What follows belongs to an exercise in optimizing a design on an open flow for small area and a short achievable clock period; a production flow would make more cautious choices. In this exercise RTL edits were held to simulation tests only and were not proved equivalent to the original. Power is estimated from default activity; no workload was simulated.

## v20
Design pbl2_datapath, start of the top module:
module pbl2_datapath(
	input wire        clk,
	input wire        rst,
	input wire [3:0]  rf_read_a,
	input wire [3:0]  rf_read_b,
	input wire [3:0]  rf_write_addr,
	input wire        rf_read_en,
	input wire        rf_write_en,
	input wire        wb_from_mem,
	input wire [31:0] mem_data,
	input wire [4:0]  opula,
	input wire        alu_src_imm,
	input wire [15:0] imm,
	input wire        alu_en,
	output reg [31:0] alu_result,
	output reg        flag_zero,
	output reg        flag_carry,
	output reg        flag_sign,
	output reg        flag_overflow,
	output reg        alu_ready,
	output reg [31:0] rf_out_a,
	output reg [31:0] rf_out_b
);
export LEC_CHECK = 0
export CAP_MARGIN = 30
export CORE_MARGIN = 2
export CORE_UTILIZATION = 40
export CTS_CLUSTER_DIAMETER = 100
export CTS_CLUSTER_SIZE = 30
export SETUP_SLACK_MARGIN = 3
export SLEW_MARGIN = 30
export SYNTH_HIERARCHICAL = 1
export SYNTH_MINIMUM_KEEP_SIZE = 0
export TNS_END_PERCENT = 0
create_clock -name core_clock -period 6.0 [get_ports {clk}]
standard.sh (not shown) runs the stock make flow with config.mk's settings and CLKGATE_MAP_FILE= SYNTH_SCRIPT=/design/flow/synth_recipe.tcl, a recipe that flattens the netlist after the stock synthesis.
==> flow/flow/run.sh <==
#!/bin/bash
# The standard layout (standard.sh) with two changes to how the resizer
# works: the port buffers that buffer_ports inserts are plain buf_2 cells
# instead of its default choice (clkdlybuf4s50_1, a delay cell), and gate
# sizing may pick any cell of the same function (MATCH_CELL_FOOTPRINT=0)
# rather than only cells of the same footprint. Every port still gets its
# own buffer.
set -euo pipefail
bash standard.sh BUFFER_PORTS_ARGS="-buffer_cell sky130_fd_sc_hd__buf_2" MATCH_CELL_FOOTPRINT=0 finish > standard.log 2>&1
### v20 -> v43
- changing CAP_MARGIN from 30 to 20
- removing CTS_CLUSTER_SIZE (formerly 30)
- removing CTS_CLUSTER_DIAMETER (formerly 100)
- changing CORE_UTILIZATION from 40 to 55
- changing SLEW_MARGIN from 30 to 20
==> flow/run.sh (new file) <==
#!/bin/bash
# synth_recipe.tcl (not shown) runs the flow's synth.tcl, then flattens the netlist and writes it again
# the make line also repeats each setting of config.mk as NAME=value (left out here)
make -C /OpenROAD-flow-scripts/flow DESIGN_CONFIG=/design/flow/config.mk WORK_HOME=/design/flow/orfs CLKGATE_MAP_FILE= SYNTH_SCRIPT=/design/flow/synth_recipe.tcl finish
removed: flow/flow/run.sh
removed: flow/standard.sh
Notes after the runs:
- Relative to v20, the share of total power in the clock network of v43 is higher by 10 points.
- Clock sink count came out exactly the same in v43 and v20.
- v43 has completed all stages; timing, DRC and antenna checks passed.
- Relative to v20, data arrival at the endpoint of the critical path decreased by 0.04 ns in v43.
- The more densely filled core belongs to v43, not v20.
- The lower post-placement worst setup slack came out of v43.
- Comparing v43 and v20, instance count on the critical path is higher on v20.
- Clock tree skew after final layout: v43 worse than v20
- v43 against v20: die boundary height fell by 43 um; design area now sits higher; worst setup slack has increased; sequential portion of the cell area -2.7 points.
Changes in v15 relative to v43:
- CORE_UTILIZATION: 55 -> 40
- CTS_CLUSTER_DIAMETER: unset -> 100
- CTS_CLUSTER_SIZE: unset -> 30
## What came out
Measured against each other, v15 and v43 differ in aggregate routed wire length, the lower figure coming from v43. Summary of v15 over v43: initial detailed-routing violation count increased 59, combinational share of power has increased. Relative to v43, sum of routed wire segments on met1 increased by 13% in v15. v15 | stages: all done | timing, DRC, antenna: all pass. Final hold slack for v15 is higher than for v43. v15 vs v43 — power density over the cells dropped about 12%. Diff v43 -> v15: global-route wire length before repair shows a reduction of 0.37%, maximum frequency shows an increase of 3.2%. Diff v43 -> v15: total clock buffers created by CTS -34, count of inverters not on the clock network in the layout rose by 3.
Input-level comparison between v9 and v15:
- CTS_CLUSTER_DIAMETER no longer set, was 100
- CTS_CLUSTER_SIZE no longer set, was 30
--- outcome ---
Diff v15 -> v9 | worst-path maximum fanout | increase of 4
Going from v15 to v9, total number of multi-input combinational cells held; proportion of power drawn by combinational gates lost 4.0 points; final worst slack down 0.012 ns.
Of v9 and v15, v15 shows the lower utilization, with v9 above it.
Buffers inserted during post-CTS setup optimization (lower): v15
[v9] overall routed net length rose about 1% relative to v15
Diff v15 -> v9: sum of met2 wire segment lengths after detailed routing rose about 1.3%, total number of vias rose about 1.4%.
The inputs of v23 differ from those of v9 as listed below.
- swapping 20 for 30 in SLEW_MARGIN
- putting CTS_CLUSTER_DIAMETER at 100 where nothing was set
- putting CTS_CLUSTER_SIZE at 30 where nothing was set
- swapping 20 for 30 in CAP_MARGIN
==> flow/flow/run.sh (new file) <==
#!/bin/bash
# The standard layout (standard.sh), with the port buffers that
# buffer_ports inserts made plain buf_2 cells instead of its default choice
# (clkdlybuf4s50_1, a delay cell). Every port still gets its own buffer.
set -euo pipefail
bash standard.sh BUFFER_PORTS_ARGS="-buffer_cell sky130_fd_sc_hd__buf_2" finish > standard.log 2>&1
==> flow/standard.sh (new file) <==
#!/bin/bash
# synth_recipe.tcl (not shown) runs the flow's synth.tcl, then flattens the netlist and writes it again
# the make line also repeats each setting of config.mk as NAME=value (left out here)
make -C /OpenROAD-flow-scripts/flow DESIGN_CONFIG=/design/flow/config.mk WORK_HOME=/design/flow/orfs CLKGATE_MAP_FILE= SYNTH_SCRIPT=/design/flow/synth_recipe.tcl "${@:-finish}"
removed: flow/run.sh
Findings:
Worst-skew pair later-pin latency (v23 over v9): increase, 0.07 ns. Diff v23..v9 | distinct cell type count after synthesis | unchanged. Re core utilization: v9 and v23 aren't equal, and the higher value belongs to v9. Going from v9 to v23, combinational fraction of design power rose by 4.2 points, slack of the worst reg-to-reg path rose by 0.04 ns. Against v9 as the reference, v23 delivers a lower depth of the CTS H-tree. Compared with v9, v23 shows hold slack higher by 0.020 ns. Diff v9 -> v23 | transition time at the pin with the least slew margin | decrease of 0.12 ns.

-- re-timing with driven ports --
No port has a modelled driver above. Below, the same layouts with a new extraction and two added sets of constraints. Step 1 assumes that a clkbuf_16 drives the clock port and a buf_2 every other input. Step 2 adds t to the input delays and takes it off the output delays; t is the mean of the earliest and latest rising clock arrival at the registers after step 1. Input paths then give back, and output paths get back, about the clock's delay inside the block. a / b / c = ideal ports / drivers / drivers and shift; a / b = the first two.
run	t (ns)	slack for setup (ns)	worst setup path at the end
v20	0.712	2.235 / 2.151 / 1.439	input to register
v43	0.708	2.367 / 2.400 / 1.693	input to register
v15	0.718	2.481 / 2.314 / 1.596	input to register
v9	0.683	2.469 / 2.367 / 1.683	input to register
v23	0.738	2.514 / 2.390 / 1.652	input to register
After both steps setup and hold are still met in every run listed. The setup slack of v15, which loses most, moves by -0.167 ns with the drivers and by -0.885 ns with both steps.
